What follows belongs to an exercise in optimizing a design on an open flow for small area and a short achievable clock period; a production flow would make more cautious choices. Where RTL was checked, it was by simulation tests only, not by an equivalence proof against the original.

## Matrix_Multiplication
module Matrix_Multiplication (
  input clk, reset,
  input [7:0] a1, a2, a3, a4, b1, b2, b3, b4,
  output [16:0] c1, c2, c3, c4, c5, c6, c7, c8, c9, c10, c11, c12, c13, c14, c15, c16
);
Size in the first run: ~470 flip-flops, roughly 45000 um2 of cells after synthesis.
clock: 6.5 ns
lec_check: 0
cap_margin: 20
core_margin: 2
core_utilization: 40
setup_slack_margin: 2.2
slew_margin: 20
synth_hierarchical: 1
synth_minimum_keep_size: 0
standard.sh (not shown) runs the stock make flow with config.mk's settings and CLKGATE_MAP_FILE= SYNTH_SCRIPT=/design/flow/synth_recipe.tcl, a recipe that flattens the netlist after the stock synthesis.
==> flow/flow/run.sh <==
#!/bin/bash
set -uo pipefail
export BUFFER_PORTS_ARGS="-buffer_cell sky130_fd_sc_hd__buf_1"
export CTS_ARGS="-sink_clustering_enable -repair_clock_nets -sink_clustering_size 24 -sink_clustering_max_diameter 150"
bash standard.sh > flow_standard.log 2>&1
Change:
Settings changed: SETUP_SLACK_MARGIN 2.2 to 2.0.
Cell count goes down by 0.65%.
Final area shrinks by 1.7%.
Critical path depth stays the same.
Non-clock buffer count shrinks by 41.
Setup slack degrades by 89 ps.
Maximum frequency decreases by 2.0%.
Flip-flop and latch count stays the same.
Hold slack degrades by 9.5 ps.
No functional check of the RTL was part of any run of this note.

v6:
Another version of the RTL of Matrix_Multiplication (not shown whole).
Size in the first run: ~3800 cells after synthesis, ~0.043 mm^2 of cells after synthesis.
Design Matrix_Multiplication, start of the top module:
module Matrix_Multiplication (
  input clk, reset,
  input [7:0] a1, a2, a3, a4, b1, b2, b3, b4,
  output [16:0] c1, c2, c3, c4, c5, c6, c7, c8, c9, c10, c11, c12, c13, c14, c15, c16
);
  reg [7:0] ad1_0, ad1_1, ad1_2, ad1_3, ad2_0, ad2_1, ad2_2, ad2_3, ad3_0, ad3_1, ad3_2, ad3_3;
  reg [7:0] bd1_0, bd1_1, bd1_2, bd1_3, bd2_0, bd2_1, bd2_2, bd2_3, bd3_0, bd3_1, bd3_2, bd3_3;
  wire [7:0] ad0_0 = ~a1, ad0_1 = ~a2, ad0_2 = ~a3, ad0_3 = ~a4;
  wire [7:0] bd0_0 = ~b1, bd0_1 = ~b2, bd0_2 = ~b3, bd0_3 = ~b4;
  always @(posedge clk or posedge reset) begin
    if (reset) begin
      ad1_0 <= 8'b11111111;
      ad1_1 <= 8'b11111111;
      ad1_2 <= 8'b11111111;
      ad1_3 <= 8'b11111111;
      ad2_0 <= 8'b11111111;
      ad2_1 <= 8'b11111111;
      ad2_2 <= 8'b11111111;
      ad2_3 <= 8'b11111111;
      ad3_0 <= 8'b11111111;
      ad3_1 <= 8'b11111111;
      ad3_2 <= 8'b11111111;
      ad3_3 <= 8'b11111111;
      bd1_0 <= 8'b11111111;
      bd1_1 <= 8'b11111111;
      bd1_2 <= 8'b11111111;
      bd1_3 <= 8'b11111111;
      bd2_0 <= 8'b11111111;
      bd2_1 <= 8'b11111111;
      bd2_2 <= 8'b11111111;
      bd2_3 <= 8'b11111111;
      bd3_0 <= 8'b11111111;
      bd3_1 <= 8'b11111111;
      bd3_2 <= 8'b11111111;
      bd3_3 <= 8'b11111111;
    end else begin
      ad1_0 <= ad0_0;
      ad1_1 <= ad0_1;
      ad1_2 <= ad0_2;
      ad1_3 <= ad0_3;
      ad2_0 <= ad1_0;
      ad2_1 <= ad1_1;
      ad2_2 <= ad1_2;
      ad2_3 <= ad1_3;
      ad3_0 <= ad2_0;
      ad3_1 <= ad2_1;
      ad3_2 <= ad2_2;
      ad3_3 <= ad2_3;
      bd1_0 <= bd0_0;
      bd1_1 <= bd0_1;
      bd1_2 <= bd0_2;
      bd1_3 <= bd0_3;
      bd2_0 <= bd1_0;
      bd2_1 <= bd1_1;
      bd2_2 <= bd1_2;
      bd2_3 <= bd1_3;
      bd3_0 <= bd2_0;
      bd3_1 <= bd2_1;
      bd3_2 <= bd2_2;
      bd3_3 <= bd2_3;
    end
  end
  Systolic_array B1 (.clk(clk), .reset(reset), .in_na(ad0_0), .in_nb(bd0_0), .out_c(c1));
  Systolic_array B2 (.clk(clk), .reset(reset), .in_na(ad0_1), .in_nb(bd1_0), .out_c(c2));
  ...
==> flow/config.mk <==
export PLATFORM = sky130hd
export DESIGN_NAME = Matrix_Multiplication
export DESIGN_NICKNAME = Matrix_Multiplication
export VERILOG_FILES = /design/flow/design.v
export SDC_FILE = /design/flow/constraint.sdc
export NUM_CORES = 4
export LEC_CHECK = 0
export CAP_MARGIN = 20
export CORE_MARGIN = 2
export CORE_UTILIZATION = 40
export SETUP_SLACK_MARGIN = 2.0
export SLEW_MARGIN = 20
export SYNTH_HIERARCHICAL = 1
export SYNTH_MINIMUM_KEEP_SIZE = 0
==> flow/constraint.sdc <==
create_clock -name core_clock -period 6.5 [get_ports {clk}]
set_input_delay 1.3000 -clock core_clock [delete_from_list [all_inputs] [get_ports {clk}]]
set_output_delay 1.3000 -clock core_clock [all_outputs]
set_load 0.01 [all_outputs]
==> flow/flow/run.sh <==
#!/bin/bash
set -uo pipefail
export BUFFER_PORTS_ARGS="-buffer_cell sky130_fd_sc_hd__buf_1"
export CTS_ARGS="-sink_clustering_enable -repair_clock_nets -sink_clustering_size 24 -sink_clustering_max_diameter 150"
export RECOVER_POWER=100
bash standard.sh > flow_standard.log 2>&1
In v6 the implementation ran to completion but is not tape-out ready, as the final checks report capacitance limit, slew limit.
Input-level comparison between v34 and v6:
==> flow/flow/run.sh <==
#!/bin/bash
set -uo pipefail
export BUFFER_PORTS_ARGS="-buffer_cell sky130_fd_sc_hd__buf_1"
bash standard.sh > flow_standard.log 2>&1
## What came out
- v34 ended with every stage complete and zero timing, DRC or antenna violations.
- Against v6, v34 comes in about 0.7% higher on post-layout net count.
- v6 → v34: post-detailed-route wirelength per cell fell 0.40%, portion of the clock cycle consumed by the worst path in the final layout saw a decrease, routing usage on met2 lower, final cell area excluding filler cells moved up, number of clock buffers inserted by TritonCTS has increased.
- On hold slack, v34 does worse than v6.
- As far as count of boundary I/O pins goes, v6 and v34 are indistinguishable; the numbers are identical.
## Diff of input files: v27 against v34
--- a/flow/flow/run.sh
+++ b/flow/flow/run.sh
@@ -3,2 +3,3 @@
 export BUFFER_PORTS_ARGS="-buffer_cell sky130_fd_sc_hd__buf_1"
+export CTS_ARGS="-sink_clustering_enable -repair_clock_nets -sink_clustering_size 24 -sink_clustering_max_diameter 150"
 bash standard.sh > flow_standard.log 2>&1
- There was hardly any difference in flip-flop and latch count between v27 and v34.
- Delta (v27 minus v34): highest attainable clock frequency -1.2%; total number of cells along the worst setup path saw little to no change; peak per-stage delay on the critical path climbed 30 ps.
- Sort v34 and v27 by share of the cycle needed by the critical path after routing desc -> top: v27
- Multi-input gate count delta (v27 -> v34): insignificant

Another version of the RTL of Matrix_Multiplication (not shown whole).
Size: ~340 I/O pins.
Settings: LEC_CHECK=0, CAP_MARGIN=20, CORE_MARGIN=2, CORE_UTILIZATION=40, GPL_ROUTABILITY_DRIVEN=0, SETUP_SLACK_MARGIN=2.0, SLEW_MARGIN=20, SYNTH_HIERARCHICAL=1, SYNTH_MINIMUM_KEEP_SIZE=0; clock period 6.5 ns.
==> flow/flow/run.sh <==
#!/bin/bash
set -uo pipefail
export BUFFER_PORTS_ARGS="-buffer_cell sky130_fd_sc_hd__buf_1"
export CTS_ARGS="-sink_clustering_enable -repair_clock_nets -sink_clustering_size 24 -sink_clustering_max_diameter 150"
bash standard.sh > flow_standard.log 2>&1
The baseline completed with no timing, DRC or antenna violations.
Edit:
- GPL_ROUTABILITY_DRIVEN: 0 -> default
The changed run finished clean.
Via count stays flat.
Worst hold slack barely changes.
Edit:
- SETUP_SLACK_MARGIN: 2.0 -> 2.1
=>
- cell area came out higher by 2.6%
- routed wire length grows by 3.7%
- core utilization came out higher by 1.1 points
Edit:
- SETUP_SLACK_MARGIN: 2.1 -> 1.9
Effect:
- core utilization drops by 1.3 points
- synthesized area does not change
- wire length barely changes
- global-route usage hardly moves
- via count came out lower by about 0.5%
- non-clock buffer count drops by 39
- cell area is lower by about 3%
- worst setup slack degrades by 180 ps
- cell count came out lower by 0.65%

Another version of the RTL of Matrix_Multiplication (not shown whole).
Size: roughly 3,500 cells after synthesis, ~460 flip-flops, ~44,000 um2 of cells after synthesis.
==> flow/config.mk <==
export PLATFORM = sky130hd
export DESIGN_NAME = Matrix_Multiplication
export DESIGN_NICKNAME = Matrix_Multiplication
export VERILOG_FILES = /design/flow/design.v
export SDC_FILE = /design/flow/constraint.sdc
export NUM_CORES = 4
export LEC_CHECK = 0
export CAP_MARGIN = 20
export CORE_MARGIN = 2
export CORE_UTILIZATION = 40
export SETUP_SLACK_MARGIN = 2.0
export SLEW_MARGIN = 20
export SYNTH_HIERARCHICAL = 1
export SYNTH_MINIMUM_KEEP_SIZE = 0
==> flow/constraint.sdc <==
create_clock -name core_clock -period 6.5 [get_ports {clk}]
set_input_delay 1.3000 -clock core_clock [delete_from_list [all_inputs] [get_ports {clk}]]
set_output_delay 1.3000 -clock core_clock [all_outputs]
set_load 0.01 [all_outputs]
Scripts as last shown in full above: flow/flow/run.sh
The starting point went through all stages and came out clean.
Edit:
==> flow/flow/run.sh (replaced) <==
#!/bin/bash
set -uo pipefail
export BUFFER_PORTS_ARGS="-buffer_cell sky130_fd_sc_hd__buf_1"
bash standard.sh > flow_standard.log 2>&1
Settings changed: ABC_CLOCK_PERIOD_IN_PS set to 3000.
The new run passed the timing, design-rule and antenna checks.
Global-route usage grows by 0.33 points.
Synthesized cell count does not change.
Synthesized area stays the same.
Cell area grows by a few percent.
Non-clock buffer count shrinks by 2.
Edit:
Settings changed: ABC_CLOCK_PERIOD_IN_PS 3000 to unset, SETUP_SLACK_MARGIN 2.0 to 2.2.
What happened: Non-clock buffer count grows by 30; hold slack gains 0.024 ns; register-to-register slack is better by 0.099 ns; final area goes up by 2.1%; critical path depth is unchanged; via count went up by 0.73%; count of clock-buffer cells in the layout goes down by 12.
Edit:
Settings changed: CORE_UTILIZATION 40 to 60, SETUP_SLACK_MARGIN 2.2 to 2.0.
The new run ran to the end with no violations.
Routed wire length shrinks by about 3%.
First-iteration DRC count grows by about 23%.
Cell area shrinks by 3.1%.
Edit:
Settings changed: CORE_UTILIZATION 60 to 40.
Outcome: Hold slack gains 0.0092 ns. Routed wire length increases by a few percent. Setup slack gains 0.056 ns. Clock-buffer cell count increases by 14. Fmax increases slightly. First-iteration DRC count decreases by about a fifth. Area after synthesis does not change. Sequential share of layout area decreases by 0.25 points. Die area increases by well over a third.
Edit:
Settings changed: SETUP_SLACK_MARGIN 2.0 to 2.4.
Outcome: Via count climbs by 1.9%. Clock skew increases by 0.035 ns. Global-route usage grows by 0.67 points. Maximum frequency increases by 2.5%. Cell count climbs by about 0.9%. Synthesized cell count stays the same.

## the previous run
Another version of the RTL of Matrix_Multiplication (not shown whole).
Size in the first run: roughly 3,500 cells after synthesis, about 470 flip-flops, ~340 I/O pins.
clock: 6.5 ns
lec_check: 0
cap_margin: 20
core_margin: 2
core_utilization: 40
setup_slack_margin: 2.3
slew_margin: 20
synth_hierarchical: 1
synth_minimum_keep_size: 0
==> flow/flow/run.sh <==
#!/bin/bash
set -uo pipefail
export BUFFER_PORTS_ARGS="-buffer_cell sky130_fd_sc_hd__buf_1"
export CTS_ARGS="-sink_clustering_enable -repair_clock_nets -sink_clustering_size 24 -sink_clustering_max_diameter 150"
bash standard.sh > flow_standard.log 2>&1
The previous run did not stop at any stage, and its layout met the timing, design-rule and antenna checks.
[inputs] the current run vs the previous run
Settings: swapping 2.3 for 2.0 in SETUP_SLACK_MARGIN.
STATUS post-route worst hold slack: the current run wins against the previous run
In the current run the via count turned out about 1.1% lower than in the previous run.
The current run vs. the previous run: pin count of the biggest net entering global routing now sits lower, die footprint held steady, cell depth of the worst hold path now larger, signal arrival time at the worst endpoint climbed 120 ps, count of clock-buffer cells in the layout saw a decrease.
Compared with the previous run, the current run shows worst slew margin relative to its limit higher by 14 points.
No run of this note included a check of the RTL's function; only the layout flow was run.

RTL: one of the versions met above, not the one the previous note started from.
Size: roughly 4000 cells after synthesis, ~460 flip-flops, ~43000 sq um of cells after synthesis.
==> flow/design.v (excerpt) <==
module Matrix_Multiplication (
  input clk, reset,
  input [7:0] a1, a2, a3, a4, b1, b2, b3, b4,
  output [16:0] c1, c2, c3, c4, c5, c6, c7, c8, c9, c10, c11, c12, c13, c14, c15, c16
);
clock: 6.5 ns
lec_check: 0
cap_margin: 20
core_margin: 2
core_utilization: 40
setup_slack_margin: 2.0
slew_margin: 20
synth_hierarchical: 1
synth_minimum_keep_size: 0
==> flow/flow/run.sh <==
#!/bin/bash
set -uo pipefail
export BUFFER_PORTS_ARGS="-buffer_cell sky130_fd_sc_hd__buf_1"
export CTS_ARGS="-sink_clustering_enable -repair_clock_nets -sink_clustering_size 24 -sink_clustering_max_diameter 150"
export REMOVE_ABC_BUFFERS=1
bash standard.sh > flow_standard.log 2>&1
Then changed:
--- a/flow/flow/run.sh
+++ b/flow/flow/run.sh
@@ -5 +4,0 @@
-export REMOVE_ABC_BUFFERS=1
- ABC_AREA: not set -> 1
=> Sequential share of layout area went down by 0.74 points; wire length went up by a few percent; cell area went up by a few percent; critical path depth went up by 6; worst setup slack improved by 0.068 ns; register-to-register slack improved by 0.03 ns; global-route usage went up by 0.34 points.

RTL: one of the versions met above, not the one the previous note started from.
Size in the first run: about 3,500 cells after synthesis, ~460 flip-flops, ~340 I/O pins, ~44,000 µm² of cells after synthesis.
clock: 6.5 ns
lec_check: 0
cap_margin: 20
core_margin: 2
core_utilization: 40
place_density: 0.75
setup_slack_margin: 2.0
slew_margin: 20
synth_hierarchical: 1
synth_minimum_keep_size: 0
==> flow/flow/run.sh <==
#!/bin/bash
set -uo pipefail
export BUFFER_PORTS_ARGS="-buffer_cell sky130_fd_sc_hd__buf_1"
bash standard.sh > flow_standard.log 2>&1
==> next run, changes <==
Settings changed: PLACE_DENSITY 0.75 to not set, SETUP_SLACK_MARGIN 2.0 to 1.8.
What happened: The new run completed without violations; setup slack gets worse by 0.11 ns; final cell count decreases by 0.41%; die area is unchanged; cell area decreases by 0.77%; clock-buffer cell count increases by 14; via count decreases by about 2.5%; non-clock buffer count decreases by 19; critical path depth increases by 5; synthesized cell count is unchanged.

## job 7257
Another version of the RTL of Matrix_Multiplication (not shown whole).
Size: roughly 3500 cells after synthesis, roughly 460 flip-flops, ~340 I/O pins, roughly 44000 sq um of cells after synthesis.
export LEC_CHECK = 0
export CAP_MARGIN = 20
export CORE_MARGIN = 2
export CORE_UTILIZATION = 40
export SLEW_MARGIN = 20
export SYNTH_HIERARCHICAL = 1
export SYNTH_MINIMUM_KEEP_SIZE = 0
create_clock -name core_clock -period 6.5 [get_ports {clk}]
run.sh (not shown) runs the stock make flow with config.mk's settings and CLKGATE_MAP_FILE= SYNTH_SCRIPT=/design/flow/synth_recipe.tcl, a recipe that flattens the netlist after the stock synthesis.
Stock flow here: none of the scripts above is used.
For job 9939, these inputs were changed with respect to job 7257:
# job 7257
export LEC_CHECK = 0
export CAP_MARGIN = 20
export CORE_MARGIN = 2
export CORE_UTILIZATION = 40
export SLEW_MARGIN = 20
export SYNTH_HIERARCHICAL = 1
export SYNTH_MINIMUM_KEEP_SIZE = 0
create_clock -name core_clock -period 6.5 [get_ports {clk}]
# job 9939
export LEC_CHECK = 0
export CAP_MARGIN = 20
export CORE_MARGIN = 2
export CORE_UTILIZATION = 40
export SETUP_SLACK_MARGIN = 3.0
export SLEW_MARGIN = 20
export SYNTH_HIERARCHICAL = 1
export SYNTH_MINIMUM_KEEP_SIZE = 0
create_clock -name core_clock -period 6.5 [get_ports {clk}]
Findings:
- Job 9939 has completed all stages; timing, DRC and antenna checks passed.
- From job 7257 to job 9939 the numbers moved as follows: accumulated negative setup slack shows no meaningful change; sequential cell area in the final layout up about 0.7%; worst max-slew margin expressed relative to the limit went up.
- Comparing job 9939 and job 7257, utilization is lower on job 7257.
- Comparing job 9939 and job 7257, the lower synthesis-to-finish area growth is on job 7257.
- Cmp job 9939 and job 7257 / total number of cells along the worst setup path / higher: job 9939
> inputs changed (job 9939 -> job 1895)
# job 9939
export LEC_CHECK = 0
export CAP_MARGIN = 20
export CORE_MARGIN = 2
export CORE_UTILIZATION = 40
export SETUP_SLACK_MARGIN = 3.0
export SLEW_MARGIN = 20
export SYNTH_HIERARCHICAL = 1
export SYNTH_MINIMUM_KEEP_SIZE = 0
create_clock -name core_clock -period 6.5 [get_ports {clk}]
# job 1895
export LEC_CHECK = 0
export CAP_MARGIN = 20
export CORE_MARGIN = 2
export CORE_UTILIZATION = 40
export SETUP_SLACK_MARGIN = 2.0
export SLEW_MARGIN = 20
export SYNTH_HIERARCHICAL = 1
export SYNTH_MINIMUM_KEEP_SIZE = 0
create_clock -name core_clock -period 6.5 [get_ports {clk}]
### Flow results
Job 1895 vs. job 9939: fmax moved down, fraction of the cycle the final worst path needs moved up.
Of job 9939 and job 1895, the run reporting the higher non-clock buffer count was job 9939.
Diff job 9939 -> job 1895: number of filler cells placed in the layout saw an increase; core utilization saw a decrease.
In terms of met3 track demand over resource in global routing, job 1895 and job 9939 differ only marginally.
Job 9939 vs job 1895, cell with the largest stage delay on the worst path: fa_2 vs fa_1
What job 1614 does differently from job 1895 at the input level:
# job 1895
export LEC_CHECK = 0
export CAP_MARGIN = 20
export CORE_MARGIN = 2
export CORE_UTILIZATION = 40
export SETUP_SLACK_MARGIN = 2.0
export SLEW_MARGIN = 20
export SYNTH_HIERARCHICAL = 1
export SYNTH_MINIMUM_KEEP_SIZE = 0
create_clock -name core_clock -period 6.5 [get_ports {clk}]
# job 1614
export LEC_CHECK = 0
export CAP_MARGIN = 20
export CORE_MARGIN = 2
export CORE_UTILIZATION = 40
export SETUP_SLACK_MARGIN = 2.5
export SLEW_MARGIN = 20
export SYNTH_HIERARCHICAL = 1
export SYNTH_MINIMUM_KEEP_SIZE = 0
create_clock -name core_clock -period 6.5 [get_ports {clk}]
### Flow results
- Job 1614 was carried through to the last stage, and its layout satisfied the timing, design-rule and antenna checks.
- For total of cells resized after clock tree synthesis, dividing the value from job 1895 by the value from job 1614 gives 0.27.
No functional check of the RTL was part of any run of this note.

-- afterwards: timing with drivers on the ports --
The flow's constraints put no driver on any port. The routed layouts listed below were extracted and timed again, unchanged, in two steps. Step 1 (the two cells are an assumption about what drives the block):
set clk [get_ports {clk}]
set_driving_cell -lib_cell sky130_fd_sc_hd__clkbuf_16 $clk
set_driving_cell -lib_cell sky130_fd_sc_hd__buf_2 [delete_from_list [all_inputs] $clk]
Step 2, shift: input delay + t, output delay - t, t = (earliest + latest rising clock arrival at the registers) / 2. This alone moves slack from input paths to output paths. a / b / c = ideal / step 1 / step 2; a / b = the first two.
| run | t (ns) | setup slack, ns | hold WS [ns] | clock arrival spread, ns |
|---|---|---|---|---|
| the first run of note 1 | 0.685 | 2.223 / 2.223 / 1.635 | 0.383 / 0.383 / 0.383 | 0.045 / 0.045 |
| the second run of note 1 | 0.695 | 2.135 / 2.135 / 1.601 | 0.373 / 0.373 / 0.373 | 0.049 / 0.049 |
| v6 | 0.673 | 1.568 / 1.568 / 1.124 | 0.446 / 0.446 / 0.446 | 0.024 / 0.024 |
| v34 | 0.743 | 2.058 / 2.058 / 1.452 | 0.400 / 0.400 / 0.400 | 0.030 / 0.030 |
| v27 | 0.671 | 2.004 / 2.004 / 1.488 | 0.400 / 0.400 / 0.400 | 0.028 / 0.028 |
| the first run of note 3 | 0.697 | 2.138 / 2.143 / 1.494 | 0.382 / 0.382 / 0.382 | 0.026 / 0.026 |
| the second run of note 3 | 0.689 | 2.125 / 2.133 / 1.480 | 0.384 / 0.384 / 0.384 | 0.035 / 0.035 |
| the third run of note 3 | 0.687 | 2.230 / 2.232 / 1.545 | 0.378 / 0.378 / 0.378 | 0.046 / 0.046 |
| the fourth run of note 3 | 0.702 | 2.048 / 2.056 / 1.389 | 0.380 / 0.380 / 0.380 | 0.038 / 0.038 |
| the first run of note 4 | 0.695 | 2.126 / 2.126 / 1.513 | 0.458 / 0.458 / 0.458 | 0.046 / 0.046 |
| the second run of note 4 | 0.726 | 2.141 / 2.141 / 1.506 | 0.444 / 0.444 / 0.444 | 0.020 / 0.019 |
| the third run of note 4 | 0.734 | 2.239 / 2.239 / 1.570 | 0.468 / 0.468 / 0.468 | 0.030 / 0.031 |
| the fourth run of note 4 | 0.694 | 2.085 / 2.085 / 1.505 | 0.434 / 0.434 / 0.434 | 0.024 / 0.025 |
| the fifth run of note 4 | 0.726 | 2.141 / 2.141 / 1.506 | 0.444 / 0.444 / 0.444 | 0.020 / 0.019 |
| the sixth run of note 4 | 0.744 | 2.247 / 2.247 / 1.745 | 0.454 / 0.454 / 0.454 | 0.054 / 0.055 |
| the previous run | 0.695 | 2.253 / 2.253 / 1.781 | 0.464 / 0.464 / 0.464 | 0.057 / 0.056 |
| the current run | 0.683 | 2.130 / 2.130 / 1.635 | 0.476 / 0.476 / 0.476 | 0.023 / 0.024 |
| the first run of note 6 | 0.689 | 2.094 / 2.130 / 1.456 | 0.375 / 0.375 / 0.375 | 0.022 / 0.022 |
| the second run of note 6 | 0.685 | 2.162 / 2.162 / 1.522 | 0.378 / 0.378 / 0.378 | 0.045 / 0.046 |
| the first run of note 7 | 0.718 | 2.072 / 2.110 / 1.392 | 0.469 / 0.469 / 0.469 | 0.046 / 0.046 |
| the second run of note 7 | 0.726 | 1.959 / 1.959 / 1.371 | 0.453 / 0.453 / 0.453 | 0.020 / 0.019 |
| job 7257 | 0.718 | 1.427 / 1.472 / 0.753 | 0.471 / 0.471 / 0.471 | 0.023 / 0.023 |
| job 9939 | 0.678 | 2.147 / 2.147 / 1.525 | 0.459 / 0.459 / 0.459 | 0.028 / 0.028 |
| job 1895 | 0.707 | 2.023 / 2.023 / 1.389 | 0.467 / 0.467 / 0.467 | 0.039 / 0.038 |
| job 1614 | 0.686 | 2.135 / 2.135 / 1.565 | 0.467 / 0.467 / 0.467 | 0.035 / 0.035 |
The setup slack of the third run of note 3, which loses most, moves by +0.002 ns with the drivers and by -0.685 ns with both steps.
